From an optimization exercise on the open Yosys and OpenROAD flow, aimed at small area; shortcuts taken in it are not production practice. Function was checked by simulation only, so behaviour that the tests miss may differ from the original. The clock cells of runs 1 and 4 to 10 come from the design's own scripts or RTL, not from TritonCTS. The flow treats the clock pin as an ideal source. Dropping or thinning the clock tree relies on that and would not hold on a real chip. Power is estimated from default activity; no workload was simulated.

### constraint.sdc
create_clock -name core_clock -period 10.0 [get_ports {clk}]
set_input_delay 2.0000 -clock core_clock [delete_from_list [all_inputs] [get_ports {clk}]]
set_output_delay 2.0000 -clock core_clock [all_outputs]
set_load 0.01 [all_outputs]
### config.mk
export PLATFORM = sky130hd
export DESIGN_NAME = odd_detector
export DESIGN_NICKNAME = odd_detector
export VERILOG_FILES = /design/flow/design.v
export SDC_FILE = /design/flow/constraint.sdc
export NUM_CORES = 8
export LEC_CHECK = 0
export CAP_MARGIN = 20
export CORE_MARGIN = 2
export CORE_UTILIZATION = 30
export SLEW_MARGIN = 40
### standard.sh
#!/bin/bash
# synth_recipe.tcl (not shown) runs the flow's synth.tcl, then flattens the netlist and writes it again
# the make line also repeats each setting of config.mk as NAME=value (left out here)
make -C /OpenROAD-flow-scripts/flow DESIGN_CONFIG=/design/flow/config.mk WORK_HOME=/design/flow/orfs CLKGATE_MAP_FILE= SYNTH_SCRIPT=/design/flow/synth_recipe.tcl "${@:-finish}"
### flow/clock_tree.tcl
# Sourced by ORFS's cts.tcl before clock_tree_synthesis (PRE_CTS_TCL). Builds a
# one-level clock tree by hand: the flip-flops are split into four groups of
# nearly equal size by position (halves by x, then each half by y), and the
# clock port drives one clock buffer per group, placed at the group's centre.
# clock_tree_synthesis then has nothing left to do and is skipped.
set block [ord::get_db_block]
set clk_net [$block findNet $::env(CLOCK_PORT_NAME)]
set master [[ord::get_db] findMaster $::env(CLOCK_BUFFER_CELL)]

set sinks {}
foreach iterm [$clk_net getITerms] {
  set loc [[$iterm getInst] getLocation]
  lappend sinks [list [lindex $loc 0] [lindex $loc 1] $iterm]
}

proc halves { items key } {
  set items [lsort -integer -index $key $items]
  set mid [expr {([llength $items] + 1) / 2}]
  return [list [lrange $items 0 [expr {$mid - 1}]] [lrange $items $mid end]]
}

set groups {}
foreach half [halves $sinks 0] {
  foreach quarter [halves $half 1] { lappend groups $quarter }
}

set k 0
foreach group $groups {
  set buf [odb::dbInst_create $block $master clkbuf_leaf_$k]
  set net [odb::dbNet_create $block clknet_leaf_$k]
  $net setSigType CLOCK
  set sx 0
  set sy 0
  foreach sink $group {
    set sx [expr {$sx + [lindex $sink 0]}]
    set sy [expr {$sy + [lindex $sink 1]}]
    set iterm [lindex $sink 2]
    $iterm disconnect
    $iterm connect $net
  }
  [$buf findITerm A] connect $clk_net
  [$buf findITerm X] connect $net
  set n [llength $group]
  $buf setLocation [expr {$sx / $n}] [expr {$sy / $n}]
  $buf setPlacementStatus PLACED
  puts "clock tree: $::env(CLOCK_BUFFER_CELL) clkbuf_leaf_$k drives $n clock pins"
  incr k
}

proc clock_tree_synthesis { args } {
  puts "clock_tree_synthesis skipped: the clock tree is already built"
}

set_propagated_clock [all_clocks]
foreach iterm [[$block findNet $::env(CLOCK_PORT_NAME)] getITerms] {
  set inst [$iterm getInst]
  set pin [get_pins [$inst getName]/X]
  estimate_parasitics -placement
  set slew [get_property $pin slew_max_rise]
  puts "clock tree estimate: [$inst getName] [[$inst getMaster] getName] slew $slew"
  if { $slew > $::env(CLOCK_SLEW_TARGET_NS) } {
    $inst swapMaster [[ord::get_db] findMaster $::env(CLOCK_BUFFER_BIG_CELL)]
    estimate_parasitics -placement
    puts "clock tree estimate: [$inst getName] [[$inst getMaster] getName] slew [get_property $pin slew_max_rise]"
  }
}
unset_propagated_clock [all_clocks]
### design.v
`timescale 1ns / 1ps
module synchronizer #(
    parameter WIDTH = 1
    ) (
    input wire clk,
    input wire [WIDTH-1:0] asynclk,
    output reg [WIDTH-1:0] syn_clk
    );
    reg [WIDTH-1:0] sync1;
always @(posedge clk)
begin
    sync1 <= asynclk;
    syn_clk <= sync1;
end
endmodule
`timescale 1ns / 1ps
module odd_detector(
    input wire clk,
    input wire reset,
    input wire [7:0] integers,
    input wire [7:0] N,
    input wire latch_in,
    output wire [7:0] out_value,
    output wire ready
    );
    wire sync_latch_in;
    wire [7:0] sync_integers;
    wire [7:0] sync_N;
    synchronizer #(.WIDTH(17)) in_sync(
        .clk(clk),
        .asynclk({latch_in, N, integers}),
        .syn_clk({sync_latch_in, sync_N, sync_integers}));
    reg latch_d_reg;         
    reg [7:0] left_reg;      
    reg [7:0] xor_reg;       
    wire latch_edge = sync_latch_in & ~latch_d_reg;
    wire idle = (left_reg == 8'd0);
    wire first = idle & latch_edge;      
    wire [7:0] left_cur = left_reg | (sync_N & {8{first}});
    wire [7:0] left_next = left_cur - {7'd0, latch_edge};
    wire [7:0] xor_next = (xor_reg & ~{8{first}}) ^ (sync_integers & {8{latch_edge}});
    assign out_value = xor_next;
    assign ready = latch_edge & (left_cur == 8'd1);
    always @(posedge clk) begin
        latch_d_reg <= sync_latch_in;
        xor_reg <= xor_next;
    end
    always @(posedge clk) begin
        if (reset)
            left_reg <= 8'd0;
        else
            left_reg <= left_next;
    end
endmodule
### flow/synth.tcl
# The standard synthesis, with ABC mapping the logic for area with the
# script in area.abc instead of ORFS's speed script. The flip-flops are mapped
# before ABC runs, so they keep the standard synthesis's cells and names.
proc abc {args} {
  set i [lsearch -exact $args -script]
  if { $i >= 0 } { lset args [expr {$i + 1}] $::env(AREA_ABC_SCRIPT) }
  yosys abc {*}$args
}
source $::env(FLOW_SYNTH_TCL)
### flow/run.sh
#!/bin/bash
# The standard layout (standard.sh) with these changes:
# - synthesis: ABC maps the logic with the area script in area.abc, and Yosys
#   does not extract half/full adders first (ADDER_MAP_FILE empty); the
#   flip-flops are mapped before either step, so they keep the standard
#   synthesis's cells and names;
# - every port gets the smallest buffer, sky130_fd_sc_hd__buf_1;
set -euo pipefail
work=$PWD
flow=$work/flow
export AREA_ABC_SCRIPT=$flow/area.abc
export FLOW_SYNTH_TCL=$work/synth_recipe.tcl
export BUFFER_PORTS_ARGS="-buffer_cell sky130_fd_sc_hd__buf_1"
export PRE_CTS_TCL=$flow/clock_tree.tcl
export CLOCK_PORT_NAME=clk
export CLOCK_BUFFER_CELL=sky130_fd_sc_hd__buf_4
export CLOCK_BUFFER_BIG_CELL=sky130_fd_sc_hd__buf_6
export CLOCK_SLEW_TARGET_NS=0.112
sed -e "s#SYNTH_SCRIPT=[^ ]*#SYNTH_SCRIPT=$flow/synth.tcl ADDER_MAP_FILE=#" standard.sh > run_standard.sh
grep -q "SYNTH_SCRIPT=$flow/synth.tcl ADDER_MAP_FILE=" run_standard.sh
bash run_standard.sh > standard.log 2>&1
### flow/area.abc
strash
&get -n
&st
&dch -f
&nf -R 1000
&put
==> impl_metrics.csv, run 1 <==
group,metric,value,unit
floorplanning,initial_utilization,0.3125,
route,drc,0,
layout,drive_gt1_frac,0.03378,
synthesis,async_reset_ff_frac,0,
power,ir_worst_vdd,112.7,uV
global_routing,grt_max_degree,15,
run_status,outcome,"no timing/DRC/antenna violations",
setup_path,r2r-end,"left_reg[7]",
global_routing,grt_overflow_total,0,
worst_hold_path,min_path_cells,0,
synthesis,synth_most_common_cell,"dfxtp_1",
route,drtIter0Drc,17,
synthesis,yosysWarnings,2,
global_routing,grt.total_usage,0.07843,
clocking,worstSkewPairLatency,0.14,ns
synthesis,yosys.area.top_type_share,0.7452,
placement,dp_hpwl,1.483,mm
route,vias_per_cell,4.175,
timing,fin_crit_sh,0.4004,
clocking,cts_setup_buffers,0,
global_routing,grt_pass1_vias,851,
power,power,390.1,uW
floorplanning,coreArea,0.004384,mm^2
synthesis,synth_flop_cell,"dfxtp_1",
clocking,hold_buffers,0,
timing,period_needed,4.004,ns
synthesis,yosys.area_share.adder,0,
layout,nets,169,
timing,final_hold_viol_count,0,
worst_hold_path,hp-class,"reg -> reg",
clocking,clk_pin_slew,0.11,ns
setup_path,r2r_start,"in_sync.syn_clk[16]",
setup_path,cp_data_required_time,8.00,ns
setup_path,crit_path_top_delay_cell,"nor2b_2",
route,postRouteAntennaNets,0,
timing,tightestPinTransition,0.4988,ns
power,leakage,0.0006201,uW
floorplanning,num_rows,24,
synthesis,synth-simple-area-share,0.1388,
global_routing,grt_pass1_wl,3.415,mm
synthesis,synth_commonest_cells,"51 x dfxtp_1, 19 x nand2_1, 11 x a21oi_1, 11 x nor2_1, 9 x xor2_1",
synthesis,ys_top_cells_by_area,"dfxtp_1 75%, xor2_1 5.8%, nand2_1 5.2%",
synthesis,synth_area,0.001370,mm^2
synthesis,synth-compound-area-share,0.04566,
synthesis,synth_edf_count,0,
setup_path,critical_path_class,"reg -> out",
synthesis,synthMuxAreaShare,0,
setup_path,reg2reg_depth,9,
setup_path,critPathLaunchType,"flip-flop",
job,maxCapViolCount,0,
synthesis,ys_seq_area_frac,0.7452,
timing,setup-tns-final,0,ns
floorplanning,die_h,71.58,um
timing,setup_viol,0,
power,seqPwrFrac,0.621,
power,clkPwrFrac,0.167,
clocking,cts_resized,0,
global_routing,antenna_found_initial,0,
power,combinationalPowerShare,0.212,
route,vias,835,
synthesis,avgSynthCellArea,11.71,um^2
worst_hold_path,whs_endpoint,"in_sync.syn_clk[10]",
route,drt-total-wl,1.969,mm
synthesis,synth_top_area_cell,"dfxtp_1",
layout,areaGrowthSynthToFinish,14.52,%
floorplanning,io_pins,28,
synthesis,synth_fp_nets,136,
synthesis,synth_cell_types,15,
setup_path,r2r_slack,7.77,ns
timing,fmaxAchievable,249.8,MHz
setup_path,crit_path_end_kind,"output port",
timing,relSlewSlack,0.6659,
timing,grt_setup_unrepaired,"no",
power,p_sw_frac,0.2690,
power,p_switching,104.9,uW
synthesis,synth-xor-area-share,0.07032,
timing,maxSlewViolCount,0,
placement,gp_congestion,0.7894,
setup_path,crit_fanout,14,
worst_hold_path,hold_path.startpoint,"in_sync.sync1[10]",
setup_path,critPathBufInv,1,
floorplanning,dieArea,0.005124,mm^2
route,wire_per_inst,9.845,um
setup_path,worst_ep_arrival_time,2.00,ns
route,dr.pass1.iters,4,
setup_path,crit_family,"simple AND/OR/NAND/NOR gates",
synthesis,synth_cells,117,
power,p_per_area,248.6,mW/mm^2
placement,port-buffer-count,27,
layout,n_antenna_cell,0,
synthesis,synth_top_family_by_area,"simple AND/OR/NAND/NOR gates",
synthesis,ys_ff_latch,51,
power,p_int,285.1,uW
setup_path,path_cells,"nor2b_2 > and3_1 > a21oi_1 > nand4b_1 > nor3_1 > buf_1",
setup_path,max_stage_delay,0.45,ns
layout,top_regs,"in_sync.syn_clk (17), in_sync.sync1 (17)",
timing,skew,0.008894,ns
floorplanning,die_x,71.58,um
per-layer routing:
metal / up-vias / wire (um) / GRT usage
met5: - / 0 / 0
met4: 0 / 0 / 0.01677
met3: 0 / 147 / 0.01406
met2: 27 / 961 / 0.1492
met1: 370 / 860 / 0.09107
li1: 438 / - / -
per-stage QoR:
step / hold slack, ns / std cells / worst slack [ns] / utilization / instance area (um^2)
6_report: 0.3311 / 200 / 5.996 / 0.3579 / 1569
5_1_grt: 0.3405 / 200 / 5.758 / 0.3579 / 1569
4_1_cts: 0.3128 / 200 / 5.871 / 0.3573 / 1567
3_5_place_dp: 0.3128 / 196 / 5.882 / 0.3505 / 1536
3_3_place_gp: 0.3101 / 196 / 5.911 / 0.3505 / 1536
2_1_floorplan: 0.3096 / 117 / 6.279 / - / 1370
final cells by class:
| class | instances | area [um^2] |
|---|---|---|
| Buffer | 4 | 30.03 |
| Multi-Input combinational cell | 66 | 351.6 |
| Timing Repair Buffer | 27 | 101.3 |
| Sequential cell | 51 | 1021 |
| Tap cell | 52 | 65.06 |
| Fill cell | 460 | 2815 |
worst max path at each step:
| stage | startpoint | endpoint | depth (start not counted) |
|---|---|---|---|
| after floorplan | in_sync.syn_clk[16] | ready | 5 |
| after global placement | in_sync.syn_clk[16] | ready | 6 |
| after detailed placement | in_sync.syn_clk[16] | ready | 6 |
| after CTS | in_sync.syn_clk[16] | ready | 6 |
| after global routing | in_sync.syn_clk[16] | ready | 6 |
| final | in_sync.syn_clk[16] | ready | 6 |
logic make-up after synthesis:
| logic type | count (synthesis) |
|---|---|
| flip-flops | 51 |
| AND/OR/NAND/NOR | 43 |
| AO/OA/AOI/OAI | 12 |
| XOR/XNOR | 11 |
cell usage in the layout, fill, tap and decap left out, drive strengths merged:
master / count
dfxtp: 51
buf: 31
nand2: 19
a21oi: 11
nor2: 11
xor2: 9
nand3: 4
nor4: 2
xnor2: 2
nand2b: 2
nor2b: 1
and3: 1
nand4b: 1
nor3: 1
and2: 1
a21o: 1
worst register-to-register path, delay by kind of cell, from the launching register on:
| family | cells | cell delay [ns] |
|---|---|---|
| simple gates | 7 | 1.50 |
| xor+xnor | 1 | 0.13 |
| flops | 1 | 0.33 |
| compound gates | 1 | 0.17 |
power groups by stage:
stage                     sequential [uW]  combinational (uW)  clock (uW)
after global placement                247                81.9           0
after floorplan                       244                59.9           0
after CTS                             247                85.0        51.9
final                                 242                82.7        65.0
after global routing                  245                96.3        74.9
after detailed placement              247                85.0           0
==> run 2: changes to the inputs <==
--- a/flow/run.sh
+++ b/flow/run.sh
@@ -13,3 +13,5 @@
 export BUFFER_PORTS_ARGS="-buffer_cell sky130_fd_sc_hd__buf_1"
-export PRE_CTS_TCL=$flow/clock_tree.tcl
+export CLOCK_TREE_TCL=$flow/clock_tree.tcl
+export POST_GLOBAL_PLACE_TCL=$flow/post_gpl.tcl
+export PRE_CTS_TCL=$flow/pre_cts.tcl
 export CLOCK_PORT_NAME=clk
==> flow/clock_tree.tcl (replaced) <==

proc clock_tree_build {} {
  set block [ord::get_db_block]
  set clk_net [$block findNet $::env(CLOCK_PORT_NAME)]
  set master [[ord::get_db] findMaster $::env(CLOCK_BUFFER_CELL)]

  set sinks {}
  foreach iterm [$clk_net getITerms] {
    set loc [[$iterm getInst] getLocation]
    lappend sinks [list [lindex $loc 0] [lindex $loc 1] $iterm]
  }

  set groups {}
  foreach half [clock_tree_halves $sinks 0] {
    foreach quarter [clock_tree_halves $half 1] { lappend groups $quarter }
  }

  set k 0
  foreach group $groups {
    set buf [odb::dbInst_create $block $master clkbuf_leaf_$k]
    set net [odb::dbNet_create $block clknet_leaf_$k]
    $net setSigType CLOCK
    set sx 0
    set sy 0
    foreach sink $group {
      set sx [expr {$sx + [lindex $sink 0]}]
      set sy [expr {$sy + [lindex $sink 1]}]
      set iterm [lindex $sink 2]
      $iterm disconnect
      $iterm connect $net
    }
    [$buf findITerm A] connect $clk_net
    [$buf findITerm X] connect $net
    set n [llength $group]
    $buf setLocation [expr {$sx / $n}] [expr {$sy / $n}]
    $buf setPlacementStatus PLACED
    puts "clock tree: $::env(CLOCK_BUFFER_CELL) clkbuf_leaf_$k drives $n clock pins"
    incr k
  }
}

proc clock_tree_halves { items key } {
  set items [lsort -integer -index $key $items]
  set mid [expr {([llength $items] + 1) / 2}]
  return [list [lrange $items 0 [expr {$mid - 1}]] [lrange $items $mid end]]
}

proc clock_tree_size {} {
  set block [ord::get_db_block]
  set_propagated_clock [all_clocks]
  foreach iterm [[$block findNet $::env(CLOCK_PORT_NAME)] getITerms] {
    set inst [$iterm getInst]
    set pin [get_pins [$inst getName]/X]
    estimate_parasitics -placement
    set slew [get_property $pin slew_max_rise]
    puts "clock tree estimate: [$inst getName] [[$inst getMaster] getName] slew $slew"
    if { $slew > $::env(CLOCK_SLEW_TARGET_NS) } {
      $inst swapMaster [[ord::get_db] findMaster $::env(CLOCK_BUFFER_BIG_CELL)]
      estimate_parasitics -placement
      puts "clock tree estimate: [$inst getName] [[$inst getMaster] getName] slew [get_property $pin slew_max_rise]"
    }
  }
  unset_propagated_clock [all_clocks]
}

if { $::env(CLOCK_TREE_STEP) eq "build" } {
  clock_tree_build
  do_placement $global_placement_args
} else {
  clock_tree_size
  proc clock_tree_synthesis { args } {
    puts "clock_tree_synthesis skipped: the clock tree is already built"
  }
}
==> flow/post_gpl.tcl (new file) <==
set ::env(CLOCK_TREE_STEP) build
source $::env(CLOCK_TREE_TCL)
==> flow/pre_cts.tcl (new file) <==
set ::env(CLOCK_TREE_STEP) size
source $::env(CLOCK_TREE_TCL)
==> impl_metrics.csv, run 2 <==
group,metric,value,unit
floorplanning,num_rows,24,
placement,port-buffer-count,27,
synthesis,yosys.area.top_type_share,0.7452,
synthesis,synth_cell_types,15,
synthesis,avgSynthCellArea,11.71,um^2
synthesis,synth_area,0.001370,mm^2
synthesis,synth_commonest_cells,"51 x dfxtp_1, 19 x nand2_1, 11 x a21oi_1, 11 x nor2_1, 9 x xor2_1",
run_status,lastStage,"global placement",
synthesis,synth_edf_count,0,
synthesis,synth_flop_cell,"dfxtp_1",
synthesis,synth_cells,117,
synthesis,ys_ff_latch,51,
synthesis,synth_top_area_cell,"dfxtp_1",
synthesis,yosysWarnings,2,
floorplanning,io_pins,28,
floorplanning,initial_utilization,0.3125,
floorplanning,die_x,71.58,um
run_status,firstError,"Error: global_place.tcl, 78 can't read \"global_placement_args\": no such variable",
floorplanning,die_h,71.58,um
run_status,outcome,"aborted with a tool error",
synthesis,async_reset_ff_frac,0,
synthesis,synth_fp_nets,136,
synthesis,synth_most_common_cell,"dfxtp_1",
synthesis,ys_seq_area_frac,0.7452,
synthesis,ys_top_cells_by_area,"dfxtp_1 75%, xor2_1 5.8%, nand2_1 5.2%",
==> run 2: cell counts after synthesis <==
No cell type changed its count.
==> run 2: logic make-up after synthesis <==
logic type	share of synthesized area
flops	0.7452
xor+xnor	0.07033
compound gates	0.04566
simple gates	0.1388
==> run 3: changes to the inputs <==
--- a/flow/clock_tree.tcl
+++ b/flow/clock_tree.tcl
@@ -67,3 +67,3 @@
   clock_tree_build
-  do_placement $global_placement_args
+  do_placement $::global_placement_args
 } else {
==> impl_metrics.csv, run 3 <==
group,metric,value,unit
floorplanning,die_x,71.58,um
synthesis,ys_top_cells_by_area,"dfxtp_1 75%, xor2_1 5.8%, nand2_1 5.2%",
synthesis,synth_most_common_cell,"dfxtp_1",
synthesis,synth_commonest_cells,"51 x dfxtp_1, 19 x nand2_1, 11 x a21oi_1, 11 x nor2_1, 9 x xor2_1",
synthesis,ys_ff_latch,51,
floorplanning,num_rows,24,
synthesis,yosysWarnings,2,
placement,port-buffer-count,27,
floorplanning,io_pins,28,
synthesis,synth_cells,117,
run_status,outcome,"aborted with a tool error",
synthesis,synth_flop_cell,"dfxtp_1",
synthesis,ys_seq_area_frac,0.7452,
synthesis,yosys.area.top_type_share,0.7452,
synthesis,synth_fp_nets,136,
floorplanning,die_h,71.58,um
synthesis,synth_area,0.001370,mm^2
synthesis,synth_cell_types,15,
synthesis,async_reset_ff_frac,0,
synthesis,avgSynthCellArea,11.71,um^2
run_status,firstError,"[ERROR EST-0104] inconsistent parasitics state",
run_status,lastStage,"global placement",
synthesis,synth_top_area_cell,"dfxtp_1",
floorplanning,initial_utilization,0.3125,
synthesis,synth_edf_count,0,
## run 3: cell families after synthesis
kind of cell,share of synthesized area
DFF,0.7452
and+or+nand+nor,0.1388
AOI/OAI and AO/OA,0.04566
xor gates and xnor gates,0.07033
==> run 4: changes to the inputs <==
--- a/flow/clock_tree.tcl
+++ b/flow/clock_tree.tcl
@@ -67,3 +67,5 @@
   clock_tree_build
+  estimate_parasitics -placement
   do_placement $::global_placement_args
+  estimate_parasitics -placement
 } else {
==> impl_metrics.csv, run 4 <==
group,metric,value,unit
run_status,outcome,"no timing/DRC/antenna violations",
floorplanning,die_x,71.58,um
clocking,cts_setup_buffers,0,
synthesis,synth_cell_types,15,
floorplanning,initial_utilization,0.3125,
route,postRouteAntennaNets,0,
global_routing,grt_pass1_vias,845,
floorplanning,num_rows,24,
synthesis,yosysWarnings,2,
power,p_switching,106.9,uW
floorplanning,io_pins,28,
power,p_int,290.8,uW
setup_path,critical_path_class,"reg -> out",
floorplanning,coreArea,0.004384,mm^2
power,ir_worst_vdd,115.2,uV
worst_hold_path,hp-class,"reg -> reg",
synthesis,synth_commonest_cells,"51 x dfxtp_1, 19 x nand2_1, 11 x a21oi_1, 11 x nor2_1, 9 x xor2_1",
setup_path,cp_data_required_time,8.00,ns
synthesis,ys_seq_area_frac,0.7452,
route,wire_per_inst,9.945,um
clocking,cts_resized,0,
timing,final_hold_viol_count,0,
synthesis,synth_most_common_cell,"dfxtp_1",
layout,drive_gt1_frac,0.03378,
layout,final_common_cell,"dfxtp_1",
power,leakage,0.0006226,uW
layout,top_regs,"in_sync.syn_clk (17), in_sync.sync1 (17)",
power,clkPwrFrac,0.180,
setup_path,critPathLaunchType,"flip-flop",
clocking,worstSkewPairLatency,0.14,ns
timing,maxSlewViolCount,0,
clocking,hold_buffers,0,
synthesis,avgSynthCellArea,11.71,um^2
timing,tightestPinTransition,0.5101,ns
global_routing,antenna_found_initial,0,
floorplanning,die_h,71.58,um
synthesis,synth_area,0.001370,mm^2
global_routing,grt.total_usage,0.07922,
layout,areaGrowthSynthToFinish,15.07,%
power,p_per_area,252.2,mW/mm^2
timing,fmaxAchievable,248.9,MHz
global_routing,grt_max_degree,15,
timing,setup-tns-final,0,ns
global_routing,grt_overflow_total,0,
synthesis,synth_flop_cell,"dfxtp_1",
placement,port-buffer-count,27,
timing,period_needed,4.018,ns
timing,fin_crit_sh,0.4018,
floorplanning,dieArea,0.005124,mm^2
placement,place_area,0.001567,mm^2
setup_path,crit_start,"in_sync.syn_clk[16]",
timing,skew,0.02969,ns
layout,n_antenna_cell,0,
route,vias,845,
clocking,clk_pin_slew,0.10,ns
worst_hold_path,hold_path.startpoint,"in_sync.sync1[15]",
timing,relSlewSlack,0.6584,
synthesis,synth_cells,117,
route,drc,0,
route,vias_per_cell,4.225,
setup_path,crit_path_end_kind,"output port",
power,combinationalPowerShare,0.210,
setup_path,r2r_start,"in_sync.syn_clk[16]",
synthesis,ys_top_cells_by_area,"dfxtp_1 75%, xor2_1 5.8%, nand2_1 5.2%",
job,maxCapViolCount,0,
layout,final_cell_mix,"51 x dfxtp_1, 27 x buf_1, 19 x nand2_1",
synthesis,synth_edf_count,0,
layout,nets,169,
synthesis,synth_top_area_cell,"dfxtp_1",
synthesis,ys_ff_latch,51,
synthesis,async_reset_ff_frac,0,
layout,final_util,0.3596,
setup_path,worst_ep_arrival_time,2.02,ns
synthesis,synth_fp_nets,136,
route,drtIter0Drc,27,
timing,grt_setup_unrepaired,"no",
placement,dp_hpwl,1.617,mm
route,drt-total-wl,1.989,mm
power,p_sw_frac,0.2688,
layout,fin_area,0.001577,mm^2
synthesis,yosys.area.top_type_share,0.7452,
layout,fillers,462,
setup_path,crit_fanout,14,
timing,setup_viol,0,
power,seqPwrFrac,0.610,
global_routing,grt_pass1_wl,3.484,mm
route,dr.pass1.iters,4,
[run 4: kinds of logic after synthesis]
| logic type | count (synthesis) | synth area share |
|---|---|---|
| AO/OA/AOI/OAI | 12 | 0.04566 |
| XOR/XNOR | 11 | 0.07033 |
| flip-flops | 51 | 0.7452 |
| AND/OR/NAND/NOR | 43 | 0.1388 |
[run 4: final cells by class]
cell class,instances,area (um^2),area share
repair buffers,27,101.3,0.06429
multi-input cells,66,351.6,0.2230
plain buffers,4,37.54,0.02381
flip-flops and latches,51,1021,0.6476
well taps,52,65.06,0.04127
[run 4: final timing paths]
kind	end	slack [ns]	cells after the start
setup / recovery	ready	5.98	6
hold / removal	in_sync.syn_clk[15]	0.30	0
setup reg to reg	left_reg[7]	7.71	9
hold reg to reg	in_sync.syn_clk[15]	0.30	0
[run 4: power by group through the flow]
| stage | Clock, uW | Sequential [uW] | Combinational (uW) |
|---|---|---|---|
| after global routing | 83.1 | 245 | 96.7 |
| after floorplan | 0 | 244 | 59.9 |
| after CTS | 57.3 | 248 | 85.6 |
| final | 71.4 | 243 | 83.6 |
| after global placement | 0 | 247 | 81.9 |
| after detailed placement | 51.9 | 247 | 85.4 |
[run 4: per-stage QoR]
stage	setup WS, ns	cells	total power [uW]	hold slack [ns]
final	5.982	200	397.7	0.3047
after global routing	5.765	200	425.0	0.3027
after CTS	5.853	200	390.6	0.3121
after detailed placement	5.861	200	384.4	0.3121
after global placement	5.911	196	328.5	0.3101
after floorplan	6.279	117	304.2	0.3096
[run 4: worst max-delay path, cell delays in order (launching register included)]
cell and delay (ns):
dfxtp_1 0.33, nor2b_2 0.45, and3_1 0.41, a21oi_1 0.16, nand4b_1 0.19, nor3_1 0.15
buf_1 0.18
[run 4: per-layer routing]
metal	part of all wire	GRT usage
met5	0	0
met4	0.0025	0.01258
met3	0.064	0.01266
met2	0.49	0.1471
met1	0.44	0.09786
==> run 5: changes to the inputs <==
--- a/flow/run.sh
+++ b/flow/run.sh
@@ -19,3 +19,3 @@
 export CLOCK_BUFFER_BIG_CELL=sky130_fd_sc_hd__buf_6
-export CLOCK_SLEW_TARGET_NS=0.112
+export CLOCK_SLEW_TARGET_NS=0.118
 sed -e "s#SYNTH_SCRIPT=[^ ]*#SYNTH_SCRIPT=$flow/synth.tcl ADDER_MAP_FILE=#" standard.sh > run_standard.sh
==> impl_metrics.csv, run 5 <==
group,metric,value,unit
run_status,outcome,"no timing/DRC/antenna violations",
global_routing,grt_overflow_total,0,
synthesis,ys_seq_area_frac,0.7452,
floorplanning,num_rows,24,
setup_path,crit_path_top_delay_cell,"nor2b_2",
timing,final_hold_viol_count,0,
floorplanning,die_h,71.58,um
layout,final_common_cell,"dfxtp_1",
layout,nets,169,
power,ir_worst_vdd,105.3,uV
synthesis,synth_commonest_cells,"51 x dfxtp_1, 19 x nand2_1, 11 x a21oi_1, 11 x nor2_1, 9 x xor2_1",
route,vias,841,
synthesis,yosysWarnings,2,
timing,maxSlewViolCount,0,
synthesis,avgSynthCellArea,11.71,um^2
job,maxCapViolCount,0,
synthesis,synth_cells,117,
clocking,cts_resized,0,
timing,setup-tns-final,0,ns
placement,port-buffer-count,27,
worst_hold_path,hp-class,"reg -> reg",
power,p_per_area,249.5,mW/mm^2
timing,fin_crit_sh,0.4012,
synthesis,synth_top_area_cell,"dfxtp_1",
floorplanning,die_x,71.58,um
layout,areaGrowthSynthToFinish,14.52,%
global_routing,grt_max_degree,15,
power,leakage,0.0006201,uW
floorplanning,dieArea,0.005124,mm^2
timing,grt_setup_unrepaired,"no",
power,power,391.5,uW
setup_path,worst_ep_arrival_time,2.01,ns
synthesis,synth_flop_cell,"dfxtp_1",
clocking,cts_setup_buffers,0,
layout,n_antenna_cell,0,
route,drtIter0Drc,14,
synthesis,yosys.area.top_type_share,0.7452,
timing,skew,0.006186,ns
synthesis,synth_cell_types,15,
synthesis,synth_most_common_cell,"dfxtp_1",
floorplanning,coreArea,0.004384,mm^2
clocking,worstSkewPairLatency,0.14,ns
setup_path,crit_fanout,14,
synthesis,synth_area,0.001370,mm^2
clocking,hold_buffers,0,
setup_path,critPathBufInv,1,
synthesis,synth_fp_nets,136,
synthesis,async_reset_ff_frac,0,
global_routing,antenna_found_initial,0,
global_routing,grt_pass1_wl,3.450,mm
placement,pre_cts_slack,5.861,ns
setup_path,critPathLaunchType,"flip-flop",
timing,setup_viol,0,
layout,drive_gt1_frac,0.03378,
setup_path,critical_path_class,"reg -> out",
clocking,clk_pin_slew,0.10,ns
route,drt-total-wl,1.983,mm
setup_path,cp_data_required_time,8.00,ns
timing,fmaxAchievable,249.3,MHz
route,wire_per_inst,9.915,um
layout,final_util,0.3579,
global_routing,grt_pass1_vias,833,
setup_path,path_cells,"nor2b_2 > and3_1 > a21oi_1 > nand4b_1 > nor3_1 > buf_1",
synthesis,ys_ff_latch,51,
setup_path,max_stage_delay,0.45,ns
timing,setup_ws,5.988,ns
synthesis,ys_top_cells_by_area,"dfxtp_1 75%, xor2_1 5.8%, nand2_1 5.2%",
timing,relSlewSlack,0.6600,
route,vias_per_cell,4.205,
setup_path,crit_path_end_kind,"output port",
timing,tightestPinTransition,0.5077,ns
route,drc,0,
timing,period_needed,4.012,ns
setup_path,crit_family,"simple AND/OR/NAND/NOR gates",
layout,top_regs,"in_sync.syn_clk (17), in_sync.sync1 (17)",
global_routing,grt.total_usage,0.07833,
placement,dp_hpwl,1.617,mm
route,postRouteAntennaNets,0,
synthesis,synth_edf_count,0,
layout,final_cell_mix,"51 x dfxtp_1, 27 x buf_1, 19 x nand2_1",
layout,fillers,458,
route,dr.pass1.iters,4,
floorplanning,io_pins,28,
floorplanning,initial_utilization,0.3125,
==> run 5: cell types whose count changed in the layout (fill, tap and decap cells not counted) <==
cell	delta
buf_4	+2
buf_6	-2
==> run 5: worst register-to-register path: cells and delay by family (launching register included) <==
family	cells	cell delay, ns
AO/OA/AOI/OAI	1	0.16
AND/OR/NAND/NOR	7	1.53
flip-flops	1	0.33
XOR/XNOR	1	0.13
==> run 5: cell type report <==
cell class / count / area [um^2] / share of cell area
Buffer: 4 / 30.03 / 0.01914
Tap cell: 52 / 65.06 / 0.04147
Multi-Input combinational cell: 66 / 351.6 / 0.2241
Sequential cell: 51 / 1021 / 0.6507
Timing Repair Buffer: 27 / 101.3 / 0.06459
==> run 5: path summary, 6_finish.rpt <==
| check | from | endpoint | slack (ns) | depth (start not counted) |
|---|---|---|---|---|
| setup reg to reg | in_sync.syn_clk[16] | left_reg[7] | 7.75 | 9 |
| setup / recovery | in_sync.syn_clk[16] | ready | 5.99 | 6 |
| hold / removal | in_sync.sync1[13] | in_sync.syn_clk[13] | 0.34 | 0 |
| hold reg to reg | in_sync.sync1[13] | in_sync.syn_clk[13] | 0.34 | 0 |
==> run 5: cells by family (layout without fill, tap and decap cells) <==
| logic type | after synthesis | after routing | share of synthesized area |
|---|---|---|---|
| buffers and inverters | 0 | 31 | 0 |
| AOI/OAI and AO/OA | 12 | 12 | 0.04566 |
| xor gates and xnor gates | 11 | 11 | 0.07033 |
| and+or+nand+nor | 43 | 43 | 0.1388 |
| DFF | 51 | 51 | 0.7452 |
==> run 5: metal layers <==
layer	global-route usage	up-vias	wire length (um)
li1	-	441	-
met1	0.09698	374	880
met2	0.1461	24	969
met3	0.01125	2	128
met4	0.01258	0	5
met5	0	-	0
==> run 5: where the power goes <==
group	switching, uW	internal, uW	total (uW)
combinational	52.8	30.8	83.6
clock	44.3	21.1	65.4
sequential	9.30	233	243
total	106	285	391
==> run 5: stage by stage <==
step                      cells  instance area (um^2)  hold slack, ns
final                       200                  1569          0.3365
after global routing        200                  1569          0.3458
after global placement      196                  1536          0.3101
after detailed placement    200                  1567          0.3121
after CTS                   200                  1567          0.3121
after floorplan             117                  1370          0.3096
==> run 6: changes to the inputs <==
--- a/config.mk
+++ b/config.mk
@@ -10,2 +10,3 @@
 export CORE_UTILIZATION = 30
+export PLACE_DENSITY = 0.8
 export SLEW_MARGIN = 40
==> impl_metrics.csv, run 6 <==
group,metric,value,unit
run_status,outcome,"no timing/DRC/antenna violations",
synthesis,avgSynthCellArea,11.71,um^2
global_routing,use_met1,0.1029,
global_routing,grt.total_usage,0.07885,
global_routing,grt_max_degree,15,
power,p_per_area,249.7,mW/mm^2
layout,final_cell_count_no_fill,200,
timing,grt_setup_unrepaired,"no",
synthesis,synth_cells,117,
synthesis,synth_area,0.001370,mm^2
power,ir_worst_vdd,101.5,uV
timing,relSlewSlack,0.6688,
timing,fmaxAchievable,246.7,MHz
global_routing,use_met3,0.01406,
timing,fin_crit_sh,0.4054,
global_routing,grt_pass1_vias,826,
timing,maxSlewViolCount,0,
placement,dp_cells,200,
global_routing,busiest_layer,"met2",
timing,setup-tns-final,0,ns
power,p_sw_frac,0.2722,
route,vias_per_cell,4.255,
route,drc,0,
floorplanning,initial_utilization,0.3125,
floorplanning,coreArea,0.004384,mm^2
route,wire_per_inst,10.21,um
route,vias,851,
synthesis,synth_flop_cell,"dfxtp_1",
layout,n_antenna_cell,0,
setup_path,worst_ep_arrival_time,2.05,ns
global_routing,grt_overflow_total,0,
layout,final_util,0.3579,
synthesis,yosys.area.top_type_share,0.7452,
layout,nets,169,
clocking,hold_buffers,0,
setup_path,crit_path_end_kind,"output port",
setup_path,crit_path_top_delay_cell,"nor2b_2",
job,maxCapViolCount,0,
synthesis,synth_top_area_cell,"dfxtp_1",
synthesis,synth_edf_count,0,
layout,final_common_cell,"dfxtp_1",
synthesis,ys_seq_area_frac,0.7452,
layout,multi_input_area,351.6,um^2
power,clkPwrFrac,0.170,
floorplanning,num_rows,24,
layout,fin_area,0.001569,mm^2
timing,tightestPinTransition,0.4945,ns
floorplanning,dieArea,0.005124,mm^2
synthesis,ys_ff_latch,51,
clocking,clk_pin_slew,0.10,ns
setup_path,cp_data_required_time,8.00,ns
power,power,391.8,uW
synthesis,synth_cell_types,15,
synthesis,async_reset_ff_frac,0,
setup_path,max_stage_delay,0.44,ns
setup_path,path_cells,"nor2b_2 > and3_1 > a21oi_1 > nand4b_1 > nor3_1 > buf_1",
floorplanning,io_pins,28,
global_routing,antenna_found_initial,0,
layout,final_cell_mix,"51 x dfxtp_1, 27 x buf_1, 19 x nand2_1",
power,seqPwrFrac,0.620,
timing,setup_viol,0,
setup_path,critPathLaunchType,"flip-flop",
timing,final_hold_viol_count,0,
synthesis,synth_fp_nets,136,
worst_hold_path,hp-class,"reg -> reg",
power,combinationalPowerShare,0.210,
synthesis,ys_top_cells_by_area,"dfxtp_1 75%, xor2_1 5.8%, nand2_1 5.2%",
placement,port-buffer-count,27,
global_routing,grt_use_met2,0.1368,
clocking,cts_setup_buffers,0,
layout,fillers,446,
clocking,worstSkewPairLatency,0.15,ns
route,dr.pass1.iters,4,
setup_path,r2r_slack,7.78,ns
timing,skew,0.009128,ns
power,leakage,0.0006201,uW
layout,drive_gt1_frac,0.03378,
route,drtIter0Drc,26,
route,drt-total-wl,2.042,mm
synthesis,synth_commonest_cells,"51 x dfxtp_1, 19 x nand2_1, 11 x a21oi_1, 11 x nor2_1, 9 x xor2_1",
floorplanning,die_x,71.58,um
synthesis,synth_most_common_cell,"dfxtp_1",
setup_path,critical_path_class,"reg -> out",
placement,place_area,0.001567,mm^2
placement,dp_hpwl,1.642,mm
route,postRouteAntennaNets,0,
synthesis,yosysWarnings,2,
power,p_int,285.2,uW
floorplanning,die_h,71.58,um
power,p_switching,106.7,uW
layout,top_regs,"in_sync.syn_clk (17), in_sync.sync1 (17)",
setup_path,crit_fanout,14,
clocking,cts_resized,0,
layout,regArea,0.001021,mm^2
global_routing,grt_pass1_wl,3.443,mm
layout,areaGrowthSynthToFinish,14.52,%
timing,period_needed,4.054,ns
==> run 6: cell counts after synthesis <==
Identical to the previous run, type by type.
==> run 6: routing by layer <==
metal,part of all wire,vias to the layer above
met4,0.022,0
met3,0.068,4
met2,0.45,25
li1,-,438
met1,0.46,384
met5,0,-
==> run 6: per-stage QoR <==
step	hold slack (ns)	setup slack (ns)
final	0.3349	5.946
after detailed placement	0.3121	5.841
after floorplan	0.3096	6.279
after global routing	0.3448	5.758
after CTS	0.3121	5.854
after global placement	0.3112	5.916
==> run 6: critical path: cells and delay by family (launching register included) <==
| family | cells | cell delay (ns) |
|---|---|---|
| buffers and inverters | 1 | 0.19 |
| AOI/OAI and AO/OA | 1 | 0.15 |
| and+or+nand+nor | 4 | 1.24 |
| DFF | 1 | 0.33 |
==> run 6: logic make-up after synthesis <==
group,Yosys count,synth area share
DFF,51,0.7452
AOI/OAI and AO/OA,12,0.04566
xor gates and xnor gates,11,0.07033
and+or+nand+nor,43,0.1388
==> run 6: worst paths after layout <==
kind,from,end,cells past startpoint
worst min-delay path,in_sync.sync1[7],in_sync.syn_clk[7],0
worst max-delay path,in_sync.syn_clk[16],ready,6
worst min register to register,in_sync.sync1[7],in_sync.syn_clk[7],0
worst max register to register,in_sync.syn_clk[16],left_reg[7],9
==> run 6: area by class of cell <==
cell class | instances | share of cell area
flip-flops and latches | 51 | 0.6507
multi-input cells | 66 | 0.2241
plain buffers | 4 | 0.01914
repair buffers | 27 | 0.06459
well taps | 52 | 0.04147
==> run 6: power groups by stage <==
stage	clock network [uW]	logic, uW	registers (uW)
final	66.7	82.2	243
after global routing	79.6	93.7	246
after CTS	51.9	83.7	248
after detailed placement	51.9	83.7	248
after global placement	0	81.5	247
after floorplan	0	59.9	244
==> run 7: changes to the inputs <==
==> flow/area.abc (replaced) <==
strash
&get -n
&st
&dc2
&dc2
&dch -f
&nf -R 1000
&put
--- a/config.mk
+++ b/config.mk
@@ -10,3 +10,2 @@
 export CORE_UTILIZATION = 30
-export PLACE_DENSITY = 0.8
 export SLEW_MARGIN = 40
==> impl_metrics.csv, run 7 <==
group,metric,value,unit
floorplanning,die_h,71.43,um
layout,top_regs,"in_sync.syn_clk (17), in_sync.sync1 (17)",
layout,regArea,0.001021,mm^2
layout,multi_input_area,341.6,um^2
setup_path,critical_path_class,"reg -> out",
floorplanning,initial_utilization,0.3132,
route,wire_per_inst,10.37,um
clocking,cts_setup_buffers,0,
timing,grt_setup_unrepaired,"no",
synthesis,synth_most_common_cell,"dfxtp_1",
floorplanning,num_rows,24,
route,drtIter0Drc,18,
clocking,cts_resized,0,
synthesis,yosys.area.top_type_share,0.7486,
power,leakage,0.0006153,uW
job,maxCapViolCount,0,
setup_path,crit_path_end_kind,"output port",
layout,areaGrowthSynthToFinish,14.86,%
synthesis,async_reset_ff_frac,0,
setup_path,crit_fanout,14,
timing,setup_viol,0,
placement,place_area,0.001560,mm^2
setup_path,cp_data_required_time,8.00,ns
global_routing,grt_overflow_total,0,
timing,fin_crit_sh,0.3984,
power,p_per_area,252.0,mW/mm^2
route,vias,852,
global_routing,grt_pass1_vias,850,
synthesis,ys_seq_area_frac,0.7486,
route,drc,0,
route,drt-total-wl,2.063,mm
layout,final_cell_count_no_fill,199,
floorplanning,io_pins,28,
global_routing,grt_pass1_wl,3.443,mm
power,ir_worst_vdd,135.2,uV
layout,fin_area,0.001567,mm^2
synthesis,ys_ff_latch,51,
global_routing,grt_max_degree,15,
timing,final_hold_viol_count,0,
worst_hold_path,hp-class,"reg -> reg",
clocking,worstSkewPairLatency,0.14,ns
synthesis,synth_cells,116,
layout,drive_gt1_frac,0.03401,
synthesis,yosysWarnings,2,
synthesis,synth_commonest_cells,"51 x dfxtp_1, 20 x nand2_1, 13 x a21oi_1, 9 x xor2_1, 8 x nor2_1",
global_routing,grt.total_usage,0.07772,
timing,relSlewSlack,0.6686,
route,postRouteAntennaNets,0,
floorplanning,coreArea,0.004354,mm^2
synthesis,synth_edf_count,0,
timing,tightestPinTransition,0.4949,ns
timing,setup_ws,6.016,ns
synthesis,ys_top_cells_by_area,"dfxtp_1 75%, xor2_1 5.8%, nand2_1 5.5%",
synthesis,synth_flop_cell,"dfxtp_1",
route,dr.pass1.iters,4,
timing,setup-tns-final,0,ns
floorplanning,die_x,71.43,um
synthesis,synth_fp_nets,135,
timing,fmaxAchievable,251.0,MHz
clocking,clk_pin_slew,0.10,ns
setup_path,worst_ep_arrival_time,1.98,ns
run_status,outcome,"no timing/DRC/antenna violations",
route,vias_per_cell,4.281,
clocking,hold_buffers,0,
global_routing,antenna_found_initial,0,
layout,final_cell_mix,"51 x dfxtp_1, 27 x buf_1, 20 x nand2_1",
setup_path,critPathLaunchType,"flip-flop",
synthesis,synth_area,0.001364,mm^2
layout,fillers,442,
placement,pre_cts_slack,5.872,ns
layout,n_antenna_cell,0,
placement,port-buffer-count,27,
layout,nets,168,
timing,period_needed,3.984,ns
timing,skew,0.02855,ns
synthesis,synth_top_area_cell,"dfxtp_1",
placement,dp_hpwl,1.700,mm
timing,maxSlewViolCount,0,
synthesis,avgSynthCellArea,11.76,um^2
synthesis,synth_cell_types,14,
floorplanning,dieArea,0.005102,mm^2
placement,dp_cells,199,
layout,final_common_cell,"dfxtp_1",
power,power,394.8,uW
[run 7: worst max-delay path, cell delays in order, from the launching register on]
cell,delay [ns]
dfxtp_1,0.32
nor2b_2,0.23
and3_1,0.26
a21oi_1,0.33
nand4_1,0.17
nor4_1,0.35
buf_1,0.19
[run 7: metrics by stage]
| stage | utilization | hold slack (ns) |
|---|---|---|
| 5_1_grt | 0.3598 | 0.3164 |
| 3_3_place_gp | 0.3514 | 0.3096 |
| 6_report | 0.3598 | 0.3069 |
| 4_1_cts | 0.3592 | 0.3121 |
| 3_5_place_dp | 0.3583 | 0.3121 |
| 2_1_floorplan | - | 0.3096 |
[run 7: final timing paths]
| check | from | end | slack [ns] | cells after the start |
|---|---|---|---|---|
| worst max-delay path | in_sync.syn_clk[16] | ready | 6.02 | 6 |
| worst min-delay path | in_sync.sync1[6] | in_sync.syn_clk[6] | 0.31 | 0 |
| worst max register to register | in_sync.syn_clk[16] | left_reg[5] | 7.77 | 9 |
| worst min register to register | in_sync.sync1[6] | in_sync.syn_clk[6] | 0.31 | 0 |
[run 7: final cells by class]
type                            instances  area share
Buffer                                  4     0.02157
Inverter                                1    0.002396
Multi-Input combinational cell         64      0.2181
Sequential cell                        51      0.6518
Tap cell                               52     0.04153
Timing Repair Buffer                   27     0.06470
[run 7: cells by family after synthesis]
group / after synthesis / synth area share
XOR/XNOR: 11 / 0.07065
AND/OR/NAND/NOR: 40 / 0.1303
buffers and inverters: 1 / 0.002750
AO/OA/AOI/OAI: 13 / 0.04770
flip-flops: 51 / 0.7486
[run 7: metal layers]
layer  vias to the layer above  GRT usage  wire, um
met3                         2    0.01266       140
met4                         0   0.008386         9
met2                        27     0.1481       978
met5                         -          0         0
met1                       387    0.09422       934
li1                        436          -         -
[run 7: power breakdown]
part	total [uW]	leakage, uW	switching, uW	internal (uW)
Combinational	82.5	0.000166	51.9	30.6
Sequential	243	0.000428	9.64	233
Clock	69.2	0.0000205	45.4	23.8
Total	395	0.000615	107	288
==> run 8: changes to the inputs <==
--- a/flow/clock_tree.tcl
+++ b/flow/clock_tree.tcl
@@ -12,5 +12,17 @@
 
+  # split by x then y, or by y then x: whichever gives the groups the
+  # smaller total bounding box half-perimeter
   set groups {}
-  foreach half [clock_tree_halves $sinks 0] {
-    foreach quarter [clock_tree_halves $half 1] { lappend groups $quarter }
+  set best_hpwl -1
+  foreach {first second} {0 1 1 0} {
+    set candidate {}
+    foreach half [clock_tree_halves $sinks $first] {
+      foreach quarter [clock_tree_halves $half $second] { lappend candidate $quarter }
+    }
+    set hpwl 0
+    foreach group $candidate { set hpwl [expr {$hpwl + [clock_tree_hpwl $group]}] }
+    if { $best_hpwl < 0 || $hpwl < $best_hpwl } {
+      set best_hpwl $hpwl
+      set groups $candidate
+    }
   }
@@ -47,2 +59,8 @@
 
+proc clock_tree_hpwl { group } {
+  set xs [lsort -integer [lmap sink $group { lindex $sink 0 }]]
+  set ys [lsort -integer [lmap sink $group { lindex $sink 1 }]]
+  return [expr {[lindex $xs end] - [lindex $xs 0] + [lindex $ys end] - [lindex $ys 0]}]
+}
+
 proc clock_tree_size {} {
==> impl_metrics.csv, run 8 <==
group,metric,value,unit
power,leakage,0.0006153,uW
timing,maxSlewViolCount,0,
route,drtIter0Drc,25,
timing,setup_viol,0,
worst_hold_path,hp-class,"reg -> reg",
worst_hold_path,whs_endpoint,"in_sync.syn_clk[9]",
floorplanning,die_h,71.43,um
route,vias,858,
synthesis,async_reset_ff_frac,0,
timing,skew,0.02790,ns
synthesis,synth_fp_nets,135,
floorplanning,initial_utilization,0.3132,
synthesis,synth_cells,116,
layout,n_antenna_cell,0,
clocking,hold_buffers,0,
setup_path,crit_path_end_kind,"output port",
timing,final_hold_viol_count,0,
power,ir_worst_vdd,153.9,uV
clocking,clk_pin_slew,0.10,ns
layout,top_regs,"in_sync.syn_clk (17), in_sync.sync1 (17)",
synthesis,synth_commonest_cells,"51 x dfxtp_1, 20 x nand2_1, 13 x a21oi_1, 9 x xor2_1, 8 x nor2_1",
setup_path,critPathLaunchType,"flip-flop",
synthesis,synth_flop_cell,"dfxtp_1",
layout,nets,168,
clocking,cts_resized,0,
timing,relSlewSlack,0.6692,
floorplanning,num_rows,24,
route,dr.pass1.iters,4,
synthesis,ys_ff_latch,51,
global_routing,grt_overflow_total,0,
layout,final_common_cell,"dfxtp_1",
layout,fillers,424,
worst_hold_path,min_path_cells,0,
layout,areaGrowthSynthToFinish,14.86,%
setup_path,reg2reg_depth,9,
synthesis,avgSynthCellArea,11.76,um^2
route,postRouteAntennaNets,0,
global_routing,grt_max_degree,15,
floorplanning,dieArea,0.005102,mm^2
synthesis,yosys.area.top_type_share,0.7486,
synthesis,synth_top_area_cell,"dfxtp_1",
synthesis,synth_edf_count,0,
setup_path,crit_fanout,14,
synthesis,yosysWarnings,2,
layout,final_cell_mix,"51 x dfxtp_1, 27 x buf_1, 20 x nand2_1",
setup_path,critical_path_class,"reg -> out",
timing,setup-tns-final,0,ns
timing,whs,0.3022,ns
clocking,cts_setup_buffers,0,
placement,dp_hpwl,1.758,mm
setup_path,r2r_start,"in_sync.syn_clk[16]",
synthesis,synth_area,0.001364,mm^2
timing,fin_crit_sh,0.3980,
synthesis,synth_cell_types,14,
timing,tightestPinTransition,0.4939,ns
timing,period_needed,3.980,ns
synthesis,ys_top_cells_by_area,"dfxtp_1 75%, xor2_1 5.8%, nand2_1 5.5%",
route,wire_per_inst,10.51,um
setup_path,worst_ep_arrival_time,1.98,ns
floorplanning,io_pins,28,
power,p_per_area,253.2,mW/mm^2
setup_path,r2r_slack,7.75,ns
synthesis,synth_most_common_cell,"dfxtp_1",
worst_hold_path,hold_path.startpoint,"in_sync.sync1[9]",
route,drt-total-wl,2.091,mm
setup_path,cp_data_required_time,8.00,ns
clocking,worstSkewPairLatency,0.14,ns
global_routing,antenna_found_initial,0,
route,drc,0,
floorplanning,coreArea,0.004354,mm^2
placement,port-buffer-count,27,
timing,grt_setup_unrepaired,"no",
floorplanning,die_x,71.43,um
synthesis,ys_seq_area_frac,0.7486,
setup_path,r2r-end,"left_reg[5]",
run_status,outcome,"no timing/DRC/antenna violations",
job,maxCapViolCount,0,
timing,fmaxAchievable,251.2,MHz
global_routing,grt_pass1_vias,839,
global_routing,grt.total_usage,0.08218,
route,vias_per_cell,4.312,
layout,drive_gt1_frac,0.03401,
global_routing,grt_pass1_wl,3.581,mm
==> run 8: cell families after synthesis <==
group,synth area share
buffers and inverters,0.002750
xor gates and xnor gates,0.07065
DFF,0.7486
AOI/OAI and AO/OA,0.04770
and+or+nand+nor,0.1303
==> run 8: metrics by stage <==
step | instance area, um^2 | power (uW) | setup WS (ns) | util | std cells
after global routing | 1567 | 423.4 | 5.818 | 0.3598 | 199
final | 1567 | 396.6 | 6.020 | 0.3598 | 199
after global placement | 1530 | 327.6 | 5.942 | 0.3514 | 195
after detailed placement | 1560 | 385.3 | 5.895 | 0.3583 | 199
after floorplan | 1364 | 304.0 | 6.271 | - | 116
after CTS | 1564 | 388.7 | 5.896 | 0.3592 | 199
==> run 8: critical path, cell delays in order, from the launching register on <==
cell     delay [ns]
dfxtp_1        0.33
nor2b_2        0.44
and3_1         0.40
a21oi_1        0.16
nor4_1         0.34
buf_1          0.19
==> run 8: how the worst max path moves through the flow <==
stage	from	endpoint	slack, ns	depth (start not counted)
floorplan	in_sync.syn_clk[16]	ready	6.27	4
global placement	in_sync.syn_clk[16]	ready	5.94	5
detailed placement	in_sync.syn_clk[16]	ready	5.90	5
CTS	in_sync.syn_clk[16]	ready	5.90	5
global route	in_sync.syn_clk[16]	ready	5.82	5
finish	in_sync.syn_clk[16]	ready	6.02	5
==> run 8: cell type report <==
class / count / area (um^2) / area share
Timing Repair Buffer: 27 / 101.3 / 0.06470
Buffer: 4 / 33.78 / 0.02157
Inverter: 1 / 3.754 / 0.002396
Sequential cell: 51 / 1021 / 0.6518
Multi-Input combinational cell: 64 / 341.6 / 0.2181
Tap cell: 52 / 65.06 / 0.04153
==> run 8: per-layer routing <==
| layer | vias up | share of wire | track usage |
|---|---|---|---|
| met5 | - | 0 | 0 |
| met4 | 0 | 0 | 0.004193 |
| met3 | 0 | 0.066 | 0.007032 |
| met2 | 34 | 0.48 | 0.1502 |
| met1 | 389 | 0.45 | 0.1112 |
| li1 | 435 | - | - |
==> run 8: report_power, final <==
part           switching [uW]  internal [uW]  leakage (uW)
clock network            44.9           23.8     0.0000205
registers                9.86            233      0.000428
logic                    53.8           30.6      0.000166
==> run 9: changes to the inputs <==
==> flow/area.abc (replaced) <==
strash
&get -n
&st
&dc2
&dc2
&dch -f
&nf -R 1000
&put
strash
&get -n
&st
&dc2
&dc2
&dch -f
&nf -R 1000
&put
==> impl_metrics.csv, run 9 <==
group,metric,value,unit
timing,tightestPinTransition,0.7812,ns
floorplanning,num_rows,24,
route,drtIter0Drc,13,
layout,top_regs,"in_sync.syn_clk (17), in_sync.sync1 (17)",
route,dr.pass1.iters,4,
setup_path,crit_fanout,14,
timing,fin_crit_sh,0.4259,
timing,fmaxAchievable,234.8,MHz
layout,n_antenna_cell,0,
power,p_sw_frac,0.2745,
synthesis,yosysWarnings,2,
setup_path,critical_path_class,"reg -> out",
setup_path,crit_path_end_kind,"output port",
clocking,hold_buffers,0,
job,maxCapViolCount,0,
setup_path,cp_data_required_time,8.00,ns
setup_path,crit_start,"in_sync.syn_clk[16]",
synthesis,synth_cells,115,
route,drc,0,
floorplanning,io_pins,28,
synthesis,ys_seq_area_frac,0.7500,
setup_path,path_cells,"nor2b_1 > and3_1 > a21oi_1 > nor2b_1 > nand4_1 > nor2_1 > buf_1",
setup_path,worst_path_most_repeated_cell,"nor2b_1",
power,p_int,286.2,uW
synthesis,synth_area,0.001361,mm^2
synthesis,synth_top_area_cell,"dfxtp_1",
layout,final_common_cell,"dfxtp_1",
synthesis,synth_fp_nets,134,
route,postRouteAntennaNets,0,
worst_hold_path,hp-class,"reg -> reg",
floorplanning,die_x,71.36,um
placement,dp_hpwl,1.815,mm
synthesis,avgSynthCellArea,11.84,um^2
global_routing,grt_pass1_vias,900,
synthesis,synth_edf_count,0,
timing,relSlewSlack,0.4782,
clocking,worstSkewPairLatency,0.15,ns
run_status,outcome,"no timing/DRC/antenna violations",
route,drt-total-wl,2.153,mm
clocking,clk_pin_slew,0.11,ns
timing,whs,0.3303,ns
timing,final_hold_viol_count,0,
power,leakage,0.0006117,uW
synthesis,synth_commonest_cells,"51 x dfxtp_1, 17 x nand2_1, 12 x a21oi_1, 10 x nor2_1, 9 x xor2_1",
route,vias,853,
global_routing,antenna_found_initial,0,
power,ir_worst_vdd,65.73,uV
power,p_per_area,252.6,mW/mm^2
layout,nets,167,
setup_path,crit_path_top_delay_cell,"nor2b_1",
synthesis,async_reset_ff_frac,0,
timing,maxSlewViolCount,0,
clocking,cts_setup_buffers,0,
power,seqPwrFrac,0.615,
setup_path,critPathLaunchType,"flip-flop",
layout,fillers,413,
layout,final_util,0.3586,
floorplanning,coreArea,0.004354,mm^2
setup_path,max_stage_delay,0.63,ns
layout,drive_gt1_frac,0.02740,
timing,setup-tns-final,0,ns
setup_path,worst_ep_arrival_time,2.26,ns
synthesis,yosys.area.top_type_share,0.7500,
setup_path,critPathBufInv,1,
global_routing,grt_overflow_total,0,
timing,grt_setup_unrepaired,"no",
placement,port-buffer-count,27,
power,p_switching,108.3,uW
timing,setup_viol,0,
worst_hold_path,hold_path.startpoint,"in_sync.sync1[11]",
setup_path,crit_family,"simple AND/OR/NAND/NOR gates",
floorplanning,dieArea,0.005092,mm^2
synthesis,ys_top_cells_by_area,"dfxtp_1 75%, xor2_1 5.8%, nand2_1 4.7%",
route,wire_per_inst,10.87,um
floorplanning,initial_utilization,0.3126,
floorplanning,die_h,71.36,um
synthesis,synth_cell_types,15,
power,clkPwrFrac,0.178,
clocking,cts_resized,0,
power,combinationalPowerShare,0.208,
synthesis,ys_ff_latch,51,
global_routing,grt_pass1_wl,3.574,mm
layout,areaGrowthSynthToFinish,14.71,%
global_routing,grt_max_degree,15,
global_routing,grt.total_usage,0.08193,
route,vias_per_cell,4.308,
layout,final_cell_mix,"51 x dfxtp_1, 27 x buf_1, 17 x nand2_1",
synthesis,synth_most_common_cell,"dfxtp_1",
timing,skew,0.03000,ns
timing,period_needed,4.259,ns
setup_path,r2r_start,"in_sync.syn_clk[16]",
synthesis,synth_flop_cell,"dfxtp_1",
==> run 9: area by class of cell <==
class,count,area [um^2],share of cell area
inverters,1,3.754,0.002404
flip-flops and latches,51,1021,0.6538
plain buffers,4,33.78,0.02163
multi-input cells,63,336.6,0.2155
well taps,52,65.06,0.04167
repair buffers,27,101.3,0.06490
==> run 9: path summary, 6_finish.rpt <==
check	to	slack, ns	cells after the start
max	ready	5.74	7
min	in_sync.syn_clk[11]	0.33	0
max reg2reg	left_reg[5]	7.49	9
min reg2reg	in_sync.syn_clk[11]	0.33	0
==> run 9: cell families after synthesis <==
group | share of synthesized area
buffers and inverters | 0.002755
AND/OR/NAND/NOR | 0.1268
flip-flops | 0.7500
AO/OA/AOI/OAI | 0.04964
XOR/XNOR | 0.07078
==> run 9: layer usage <==
layer  up-vias  global-route usage  routed length [um]
met5         -                   0                   0
met4         0             0.03774                  60
met3         7             0.01406                  99
met2        29              0.1595                1105
met1       381             0.08378                 887
li1        436                   -                   -
==> run 9: power groups by stage <==
stage	logic [uW]	clock network [uW]	registers, uW
detailed placement	82.1	51.9	247
CTS	82.5	54.6	248
global placement	78.3	0	246
global route	91.6	78.4	245
finish	81.9	70.1	243
floorplan	56.9	0	244
==> run 9: stage by stage <==
stage / cell area (um^2) / instances / total power [uW] / worst slack, ns
after floorplan: 1361 / 115 / 300.8 / 6.316
after global placement: 1528 / 194 / 324.6 / 6.037
after detailed placement: 1558 / 198 / 381.3 / 5.945
final: 1562 / 198 / 394.5 / 5.741
after CTS: 1562 / 198 / 384.7 / 5.943
after global routing: 1562 / 198 / 415.1 / 5.485
==> run 9: worst register-to-register path, stage by stage (launching register included) <==
cell      delay (ns)
dfxtp_1         0.33
nor2b_1         0.63
and3_1          0.43
a21oi_1         0.16
nand3_1         0.22
clkinv_1        0.13
and3_1          0.23
a21oi_1         0.15
nor2_1          0.05
nor2_1          0.11
==> run 10: changes to the inputs <==
--- a/config.mk
+++ b/config.mk
@@ -10,2 +10,3 @@
 export CORE_UTILIZATION = 30
+export PLACE_DENSITY = 0.95
 export SLEW_MARGIN = 40
==> impl_metrics.csv, run 10 <==
group,metric,value,unit
synthesis,synth_flop_cell,"dfxtp_1",
synthesis,synth-xor-area-share,0.07077,
layout,drive_gt1_frac,0.03425,
timing,fin_crit_sh,0.4046,
setup_path,worst_ep_arrival_time,2.05,ns
floorplanning,initial_utilization,0.3126,
synthesis,ys_seq_area_frac,0.7500,
layout,nets,167,
route,drtIter0Drc,22,
floorplanning,die_h,71.36,um
synthesis,avgSynthCellArea,11.84,um^2
setup_path,path_cells,"nor2b_2 > and3_1 > a21oi_1 > nor2b_1 > nand4_1 > nor2_1 > buf_1",
synthesis,synth_edf_count,0,
timing,setup_viol,0,
synthesis,synth_cell_types,15,
synthesis,ys_ff_latch,51,
route,drc,0,
setup_path,cp_data_required_time,8.00,ns
global_routing,grt.total_usage,0.07590,
synthesis,synth-simple-area-share,0.1268,
synthesis,async_reset_ff_frac,0,
setup_path,crit_fanout,14,
power,leakage,0.0006115,uW
placement,dp_hpwl,1.707,mm
layout,top_regs,"in_sync.syn_clk (17), in_sync.sync1 (17)",
layout,final_cell_count_no_fill,198,
synthesis,yosys.area_share.adder,0,
synthesis,synth_top_area_cell,"dfxtp_1",
global_routing,antenna_found_initial,0,
floorplanning,die_x,71.36,um
worst_hold_path,hp-class,"reg -> reg",
timing,setup-tns-final,0,ns
setup_path,crit_path_top_delay_cell,"nor2b_2",
clocking,clk_pin_slew,0.11,ns
floorplanning,coreArea,0.004354,mm^2
synthesis,synth_most_common_cell,"dfxtp_1",
run_status,outcome,"no timing/DRC/antenna violations",
timing,fmaxAchievable,247.1,MHz
synthesis,synth_area,0.001361,mm^2
synthesis,synth_commonest_cells,"51 x dfxtp_1, 17 x nand2_1, 12 x a21oi_1, 10 x nor2_1, 9 x xor2_1",
synthesis,ys_top_cells_by_area,"dfxtp_1 75%, xor2_1 5.8%, nand2_1 4.7%",
timing,skew,0.004672,ns
synthesis,synth_cells,115,
route,wire_per_inst,10.37,um
clocking,hold_buffers,0,
power,p_per_area,249.4,mW/mm^2
clocking,cts_resized,0,
floorplanning,io_pins,28,
synthesis,synth_fp_nets,134,
route,vias,835,
timing,tightestPinTransition,0.4943,ns
job,maxCapViolCount,0,
synthesis,synth_top_family_by_area,"simple AND/OR/NAND/NOR gates",
timing,period_needed,4.046,ns
setup_path,critPathLaunchType,"flip-flop",
setup_path,max_stage_delay,0.44,ns
clocking,worstSkewPairLatency,0.14,ns
synthesis,yosysWarnings,2,
timing,grt_setup_unrepaired,"no",
synthesis,yosys.area.top_type_share,0.7500,
timing,final_hold_viol_count,0,
synthesis,synthMuxAreaShare,0,
floorplanning,dieArea,0.005092,mm^2
layout,final_cell_mix,"51 x dfxtp_1, 27 x buf_1, 17 x nand2_1",
layout,n_antenna_cell,0,
route,vias_per_cell,4.217,
floorplanning,num_rows,24,
setup_path,critical_path_class,"reg -> out",
setup_path,crit_path_end_kind,"output port",
placement,port-buffer-count,27,
placement,dp_cells,198,
synthesis,synth-compound-area-share,0.04963,
power,ir_worst_vdd,77.65,uV
global_routing,grt_max_degree,15,
timing,maxSlewViolCount,0,
layout,final_common_cell,"dfxtp_1",
route,drt-total-wl,2.053,mm
global_routing,grt_pass1_vias,799,
layout,areaGrowthSynthToFinish,14.61,%
route,dr.pass1.iters,4,
timing,relSlewSlack,0.6690,
global_routing,grt_overflow_total,0,
global_routing,grt_pass1_wl,3.318,mm
route,postRouteAntennaNets,0,
clocking,cts_setup_buffers,0,
[run 10: cell counts after synthesis]
No cell type changed its count.
[run 10: layout make-up]
cell class	instances	area [um^2]
buffer	4	30.03
fill	432	2794
inverter	1	3.754
multi-input combinational	63	339.1
sequential	51	1021
tap	52	65.06
timing repair buffer	27	101.3
[run 10: worst max-delay path: cells and delay by family (launching register included)]
| kind | cells | cell delay [ns] |
|---|---|---|
| compound gates | 1 | 0.16 |
| buf+inv | 1 | 0.17 |
| flops | 1 | 0.33 |
| simple gates | 5 | 1.24 |
[run 10: kinds of logic (layout without fill, tap and decap cells)]
family	Yosys count	count (layout)
xor gates and xnor gates	11	11
DFF	51	51
buffers and inverters	1	32
and+or+nand+nor	39	39
AOI/OAI and AO/OA	13	13
[run 10: per-stage QoR]
step	setup WS (ns)	area, um^2	total power, uW	hold WS, ns	util
after global placement	5.938	1528	323.8	0.3108	0.3509
final	5.954	1560	389.2	0.3340	0.3583
after floorplan	6.316	1361	300.8	0.3096	-
after detailed placement	5.862	1558	381.3	0.3121	0.3578
after CTS	5.869	1558	381.9	0.3121	0.3578
after global routing	5.650	1560	412.5	0.3432	0.3583
[run 10: path summary, 6_finish.rpt]
check / slack, ns / cells after the start / end / startpoint
max: 5.95 / 7 / ready / in_sync.syn_clk[16]
min: 0.33 / 0 / in_sync.syn_clk[5] / in_sync.sync1[5]
max reg2reg: 7.79 / 9 / left_reg[5] / in_sync.syn_clk[16]
min reg2reg: 0.33 / 0 / in_sync.syn_clk[5] / in_sync.sync1[5]
[run 10: per-layer routing]
metal / part of all wire / vias up / track usage
met5: 0 / - / 0
met4: 0.026 / 0 / 0.02306
met3: 0.069 / 5 / 0.01266
met2: 0.48 / 22 / 0.1409
met1: 0.43 / 373 / 0.08873
li1: - / 435 / -
[run 10: power breakdown]
group / leakage, uW / internal, uW / total (uW) / switching (uW)
combinational: 0.000164 / 29.3 / 80.3 / 51.0
clock: 0.0000192 / 21.1 / 66.1 / 45.0
sequential: 0.000428 / 233 / 243 / 9.76
total: 0.000611 / 283 / 389 / 106

## what the ideal ports hide
No port has a modelled driver above. Below, the same layouts with a new extraction and two added sets of constraints. Step 1 (the two cells are an assumption about what drives the block):
set clk [get_ports {clk}]
set_driving_cell -lib_cell sky130_fd_sc_hd__clkbuf_16 $clk
set_driving_cell -lib_cell sky130_fd_sc_hd__buf_2 [delete_from_list [all_inputs] $clk]
Step 2 also shifts input and output timing later by t, the mid clock arrival at the registers, as if the neighbouring blocks saw the same clock. a / b / c = ideal / step 1 / step 2; a / b = the first two.
run	t (ns)	slack for setup (ns)	latest minus earliest clock arrival (ns)
run 1	0.182	5.996 / 5.954 / 6.137	0.009 / 0.009
run 4	0.165	5.982 / 5.943 / 6.108	0.030 / 0.030
run 5	0.174	5.988 / 5.954 / 6.129	0.007 / 0.007
run 6	0.179	5.946 / 5.909 / 6.088	0.009 / 0.009
run 7	0.165	6.016 / 5.979 / 6.144	0.029 / 0.030
run 8	0.162	6.020 / 5.985 / 6.147	0.028 / 0.028
run 9	0.170	5.741 / 5.703 / 5.873	0.030 / 0.030
run 10	0.181	5.954 / 5.914 / 6.095	0.005 / 0.005
After both steps setup and hold are still met in every run listed.
